This is an optimization exercise on Yosys and OpenROAD, whose aim is small area and a short achievable clock period, not a production implementation. Where RTL was checked, it was by simulation tests only, not by an equivalence proof against the original. Power figures rest on the tool's default switching activity, not on a simulated workload.

## the baseline
// cpu
module cpu(input clk, reset, interrupt,
           input [7:0] datamem_data, usermem_data_in,
           output [7:0] datamem_address, usermem_address, usermem_data_out,
           output rw,
           output [7:0] v1, v2);
    wire [1:0] rsel1, rsel2, wsel;
    wire [7:0] pc_jumpaddr, wdata, read1, read2, alu_out;
    wire we, pc_jump, pc_freeze;
    pc pc0(clk, reset, pc_jump, pc_freeze, pc_jumpaddr, datamem_address);
    regfile reg0(clk, reset, we, wsel, rsel1, rsel2, wdata, read1, read2, v1, v2);
    alu alu0(read1, read2, datamem_data[6:4], alu_out);
    control cntrl0(clk, reset, interrupt, datamem_data, datamem_address, usermem_data_in,
                   read1, read2, alu_out, rsel1, rsel2, wsel, we, wdata,
                   usermem_address, usermem_data_out, pc_jumpaddr, rw, pc_jump, pc_freeze);
endmodule
==> module ksadd, before the edit <==
module ksadd (input [7:0] a, b, input cin, output [7:0] s);
wire [7:0] p0 = a ^ b;
wire [7:0] g0 = a & b;
wire [7:0] g1, p1, g2, p2, g3;
assign g1[0] = g0[0] | (p0[0] & cin);
assign p1[0] = 1'b0;
genvar i;
generate
    for (i = 1; i < 8; i = i + 1)
    begin : l1
        assign g1[i] = g0[i] | (p0[i] & (i == 1 ? g1[0] : g0[i-1]));
        assign p1[i] = p0[i] & p0[i-1];
    end
    for (i = 0; i < 8; i = i + 1)
    begin : l2
        if (i < 2)
        begin : lo
            assign g2[i] = g1[i];
            assign p2[i] = 1'b0;
        end
        else
        begin : hi
            assign g2[i] = g1[i] | (p1[i] & g1[i-2]);
            assign p2[i] = p1[i] & p1[i-2];
        end
    end
    for (i = 0; i < 8; i = i + 1)
    begin : l3
        if (i < 4)
        begin : lo
            assign g3[i] = g2[i];
        end
        else
        begin : hi
            assign g3[i] = g2[i] | (p2[i] & g2[i-4]);
        end
    end
endgenerate
assign s = p0 ^ {g3[6:0], cin};
endmodule
==> module alu, before the edit <==
module alu (input [7:0] b, a,
            input [2:0] op,
            output reg [7:0] y);
wire [7:0] add, sub;
ksadd add0(a, b, 1'b0, add);
ksadd sub0(a, ~b, 1'b1, sub);
wire [7:0] rsn = (|b[7:3]) ? 8'b0 : (a >> b[2:0]);
always @*
begin
    case (op)
        3'd0: y = a | b;
        3'd1: y = a & b;
        3'd2: y = ~a;
        3'd3: y = a ^ b;
        3'd4: y = add;
        3'd5: y = sub;
        3'd6: y = b;
        default: y = rsn;
    endcase
end
endmodule
Settings: LEC_CHECK=0, CAP_MARGIN=20, CORE_MARGIN=2, CORE_UTILIZATION=55, CTS_BUF_LIST=sky130_fd_sc_hd__clkbuf_8, CTS_CLUSTER_SIZE=30, PLACE_DENSITY=0.8, SETUP_SLACK_MARGIN=4.3, SLEW_MARGIN=20; clock period 8.5 ns.
standard.sh (not shown) runs the stock make flow with config.mk's settings and CLKGATE_MAP_FILE= SYNTH_SCRIPT=/design/flow/synth_recipe.tcl, a recipe that flattens the netlist after the stock synthesis.
==> flow/flow/run.sh <==
#!/bin/bash
# The standard layout (the standard.sh) with two changes: the port
# buffers are plain buf cells instead of the default delay-buffer cell, and
# Yosys does not map adders to the library's fixed half/full-adder cells
# (ABC maps that logic with the rest). Registers are untouched. ORFS writes
# each step's full log under orfs/logs; make's output goes to layout.log.
set -euo pipefail
bash standard.sh "ADDER_MAP_FILE=" "BUFFER_PORTS_ARGS=-buffer_cell sky130_fd_sc_hd__buf_2" finish > layout.log 2>&1
--- input diff the baseline..the candidate ---
==> flow/design.v, changed modules only <==
module alu (input [7:0] b, a,
            input [2:0] op,
            output reg [7:0] y);
wire       sub = op[0];
wire [7:0] bx  = b ^ {8{sub}};
wire [7:0] p0  = a ^ bx;
wire [7:0] g0  = a & bx;
wire [7:0] g1, p1, g2, p2, g3;
assign g1[0] = g0[0] | (p0[0] & sub);
assign p1[0] = 1'b0;
genvar i;
generate
    for (i = 1; i < 8; i = i + 1)
    begin : l1
        assign g1[i] = g0[i] | (p0[i] & (i == 1 ? g1[0] : g0[i-1]));
        assign p1[i] = p0[i] & p0[i-1];
    end
    for (i = 0; i < 8; i = i + 1)
    begin : l2
        if (i < 2)
        begin : lo
            assign g2[i] = g1[i];
            assign p2[i] = 1'b0;
        end
        else
        begin : hi
            assign g2[i] = g1[i] | (p1[i] & g1[i-2]);
            assign p2[i] = p1[i] & p1[i-2];
        end
    end
    for (i = 0; i < 8; i = i + 1)
    begin : l3
        if (i < 4)
        begin : lo
            assign g3[i] = g2[i];
        end
        else
        begin : hi
            assign g3[i] = g2[i] | (p2[i] & g2[i-4]);
        end
    end
endgenerate
wire [7:0] sum = p0 ^ {g3[6:0], sub};
wire [7:0] rsn = (|b[7:3]) ? 8'b0 : (a >> b[2:0]);
always @*
begin
    case (op)
        3'd0: y = a | b;
        3'd1: y = a & b;
        3'd2: y = ~a;
        3'd3: y = a ^ b;
        3'd4, 3'd5: y = sum;
        3'd6: y = b;
        default: y = rsn;
    endcase
end
endmodule
// module ksadd removed
### Flow results
- Comparing the candidate and the baseline, the higher switching share of total power is on the candidate.
- Higher relative area change from synthesis to final layout among the candidate and the baseline: the candidate
- The candidate | status: complete | timing, DRC, antenna: pass
- STATUS hold slack: the candidate wins against the baseline
- Final clock period utilization by the worst path | the candidate above the baseline
- Number of fill cells: the candidate < the baseline
- Core utilization, the candidate and the baseline, lower one = the baseline.
- Compared the candidate vs the baseline, and non-clock buffer count is up in the candidate.
- When the candidate is set beside the baseline, its via count turns out to be about 4.5% larger.

* * *

Setup of the reference run:
cpu, a different RTL version from the one above (not shown whole).
Size in the first run: roughly 680 cells after synthesis, about 88 flip-flops, ~60 I/O pins, ~6400 um2 of cells after synthesis.
// cpu
module cpu(input clk, reset, interrupt,
           input [7:0] datamem_data, usermem_data_in,
           output [7:0] datamem_address, usermem_address, usermem_data_out,
           output rw,
           output [7:0] v1, v2);
==> flow/config.mk <==
export PLATFORM = sky130hd
export DESIGN_NAME = cpu
export DESIGN_NICKNAME = cpu
export VERILOG_FILES = /design/flow/design.v
export SDC_FILE = /design/flow/constraint.sdc
export NUM_CORES = 4
export LEC_CHECK = 0
export CAP_MARGIN = 20
export CORE_MARGIN = 2
export CORE_UTILIZATION = 55
export CTS_BUF_LIST = sky130_fd_sc_hd__clkbuf_8
export CTS_CLUSTER_SIZE = 30
export PLACE_DENSITY = 0.8
export SETUP_SLACK_MARGIN = 4.3
export SLEW_MARGIN = 20
==> flow/constraint.sdc <==
create_clock -name core_clock -period 8.5 [get_ports {clk}]
set_input_delay 1.7000 -clock core_clock [delete_from_list [all_inputs] [get_ports {clk}]]
set_output_delay 1.7000 -clock core_clock [all_outputs]
set_load 0.01 [all_outputs]
Scripts as last shown in full above: flow/flow/run.sh
Having completed the whole flow, the reference run delivered a layout that passed the timing, design-rule and antenna checks.
Relative to the reference run, the following input files were edited for the trial run:
--- a/flow/design.v
+++ b/flow/design.v
@@ -1,18 +1,12 @@
-module alu (input [7:0] b, a,
-            input [2:0] op,
-            input cmp,           
-            output reg [7:0] y,
-            output eq);          
-wire       sub = op[0] | cmp;
-wire [7:0] bx  = b ^ {8{sub}};
-wire [7:0] p0  = a ^ bx;
-wire [7:0] g0  = a & bx;
+module ksadd (input [7:0] a, b, input cin, output [7:0] s);
+wire [7:0] p0 = a ^ b;
+wire [7:0] g0 = a & b;
 wire [7:0] g1, p1, g2, p2, g3;
-assign g1[0] = g0[0] | (p0[0] & sub);
+assign g1[0] = g0[0] | (p0[0] & cin);
 assign p1[0] = 1'b0;
 genvar i;
 generate
     for (i = 1; i < 8; i = i + 1)
     begin : l1
         assign g1[i] = g0[i] | (p0[i] & (i == 1 ? g1[0] : g0[i-1]));
         assign p1[i] = p0[i] & p0[i-1];
@@ -38,25 +32,33 @@
         end
         else
         begin : hi
             assign g3[i] = g2[i] | (p2[i] & g2[i-4]);
         end
     end
 endgenerate
-assign eq = &p0;       
-wire [7:0] sum = p0 ^ {g3[6:0], sub};
-wire [7:0] rsn = (|b[7:3]) ? 8'b0 : (a >> b[2:0]);
+assign s = p0 ^ {g3[6:0], cin};
+endmodule
+module alu (input [7:0] b, a,
+            input [2:0] op,
+            input b_big,         
+            output reg [7:0] y);
+wire [7:0] add, sub;
+ksadd add0(a, b, 1'b0, add);
+ksadd sub0(a, ~b, 1'b1, sub);
+wire [7:0] rsn = b_big ? 8'b0 : (a >> b[2:0]);
 always @*
 begin
     case (op)
         3'd0: y = a | b;
         3'd1: y = a & b;
         3'd2: y = ~a;
         3'd3: y = a ^ b;
-        3'd4, 3'd5: y = sum;
+        3'd4: y = add;
+        3'd5: y = sub;
         3'd6: y = b;
         default: y = rsn;
     endcase
 end
 endmodule
 module pc (input clk, reset, jump, freeze,
            input [7:0] jmpaddr,
@@ -70,15 +72,16 @@
     else if (!freeze)
         data <= data + 8'd1;
 end
 endmodule
 module regfile (input clk, reset, we,
                 input [1:0] wsel, rsel1, rsel2,
                 input [7:0] wdata,
-                output [7:0] read1, read2, v1, v2);
+                output [7:0] read1, read2, v1, v2,
+                output read1_big);    
 reg [7:0] r0, r1, r2, r3;
 wire [7:0] d = reset ? 8'b0 : wdata;
 always @(posedge clk)
 begin
     if (reset || (we && wsel == 2'd0)) r0 <= d;
     if (reset || (we && wsel == 2'd1)) r1 <= d;
     if (reset || (we && wsel == 2'd2)) r2 <= d;
@@ -89,22 +92,23 @@
         2'd0: sel4 = x0;
         2'd1: sel4 = x1;
         2'd2: sel4 = x2;
         default: sel4 = x3;
     endcase
 endfunction
 assign read1 = sel4(rsel1, r0, r1, r2, r3);
+wire [3:0] big = {|r3[7:3], |r2[7:3], |r1[7:3], |r0[7:3]};
+assign read1_big = big[rsel1];
 assign read2 = sel4(rsel2, r0, r1, r2, r3);
 assign v1    = reset ? 8'b0 : r0;
 assign v2    = reset ? 8'b0 : r1;
 endmodule
 module control (input clk, reset, interrupt,
                 input [7:0] datamem_data, datamem_address, usermem_data_in,
                 input [7:0] read1, read2, alu_out,
-                input eq,
                 output [1:0] rsel1, rsel2, wsel,
                 output we,
                 output [7:0] wdata,
                 output reg [7:0] usermem_address, usermem_data_out, pc_jmpaddr,
                 output reg rw,
                 output pc_jump, pc_freeze);
 localparam S0   = 3'd0;   
@@ -122,14 +126,15 @@
 wire [3:0] hi = dd[7:4];
 wire s0  = (stage == S0);
 wire s1  = (stage == S1);
 wire s4  = (stage == S4);
 wire s56 = (stage == S56);
 wire run = !interrupt && !reset;
 wire rst = !interrupt && reset;   
+wire eq  = (read1 == read2);
 wire op_alu  = !dd[7];
 wire op_jmp  = (hi == 4'h9);
 wire op_call = (hi == 4'ha);
 wire op_b    = (hi == 4'hb);
 wire op_rts  = op_b && dd[3:0] == 4'h0;
 wire op_stsp = op_b && dd[3:0] == 4'h1;
 wire op_pop  = op_b && dd[3:0] == 4'h2;
@@ -196,15 +201,15 @@
 module cpu(input clk, reset, interrupt,
            input [7:0] datamem_data, usermem_data_in,
            output [7:0] datamem_address, usermem_address, usermem_data_out,
            output rw,
            output [7:0] v1, v2);
     wire [1:0] rsel1, rsel2, wsel;
     wire [7:0] pc_jumpaddr, wdata, read1, read2, alu_out;
-    wire we, pc_jump, pc_freeze, eq;
+    wire we, pc_jump, pc_freeze, read1_big;
     pc pc0(clk, reset, pc_jump, pc_freeze, pc_jumpaddr, datamem_address);
-    regfile reg0(clk, reset, we, wsel, rsel1, rsel2, wdata, read1, read2, v1, v2);
-    alu alu0(read1, read2, datamem_data[6:4], datamem_data[7], alu_out, eq);
+    regfile reg0(clk, reset, we, wsel, rsel1, rsel2, wdata, read1, read2, v1, v2, read1_big);
+    alu alu0(read1, read2, datamem_data[6:4], read1_big, alu_out);
     control cntrl0(clk, reset, interrupt, datamem_data, datamem_address, usermem_data_in,
-                   read1, read2, alu_out, eq, rsel1, rsel2, wsel, we, wdata,
+                   read1, read2, alu_out, rsel1, rsel2, wsel, we, wdata,
                    usermem_address, usermem_data_out, pc_jumpaddr, rw, pc_jump, pc_freeze);
 endmodule
## What came out
Compared with the reference run, the trial run shows a higher global-route usage.
Changes observed in the trial run relative to the reference run: final estimated routing congestion in global placement has decreased; fraction of power consumed by combinational cells has decreased; fmax has increased; setup slack has increased.
[compare] base=the reference run new=the trial run: portion of the clock cycle consumed by the worst path in the final layout has decreased; core utilization has decreased; mean number of vias per cell has increased.
On clock network power share: between the reference run and the trial run, it ends up higher for the trial run.
The trial run vs. the reference run: routed length on met1 has increased; area growth from synthesis to layout dropped 1.8 points; detailed-route via count -2.4%.
As of the trial run, power consumption had fallen by a few percent compared to the reference run.
Global-route wire length before repair was higher in the trial run than in the reference run.
No functional check of the RTL was part of any run of this note.

re-timing with driven ports:
The flow's constraints put no driver on any port. The routed layouts listed below were extracted and timed again, unchanged, in two steps. Step 1, drivers: a clkbuf_16 drives clk and a buf_2 each remaining input, both assumed. Step 2 moves the port delays by t, midway between the first and last clock arrival at a register: inputs arrive t later, outputs are due t later. That takes back most of the time a late clock gives input paths. a / b / c = ideal / step 1 / step 2; a / b = the first two.
| run | t (ns) | slack for setup (ns) | hold slack, ns | pins driven straight from the clock port |
|---|---|---|---|---|
| the baseline | 0.413 | 4.316 / 4.318 / 3.905 | 0.531 / 0.531 / 0.531 | 1 |
| the candidate | 0.417 | 3.985 / 3.924 / 3.507 | 0.543 / 0.543 / 0.543 | 1 |
| the reference run | 0.416 | 4.342 / 4.296 / 3.880 | 0.531 / 0.531 / 0.531 | 1 |
| the trial run | 0.418 | 4.366 / 4.333 / 3.915 | 0.551 / 0.551 / 0.551 | 1 |
After both steps setup and hold are still met in every run listed. For the candidate, which loses most, drivers alone change the setup slack by -0.061 ns; drivers and shift together by -0.478 ns.
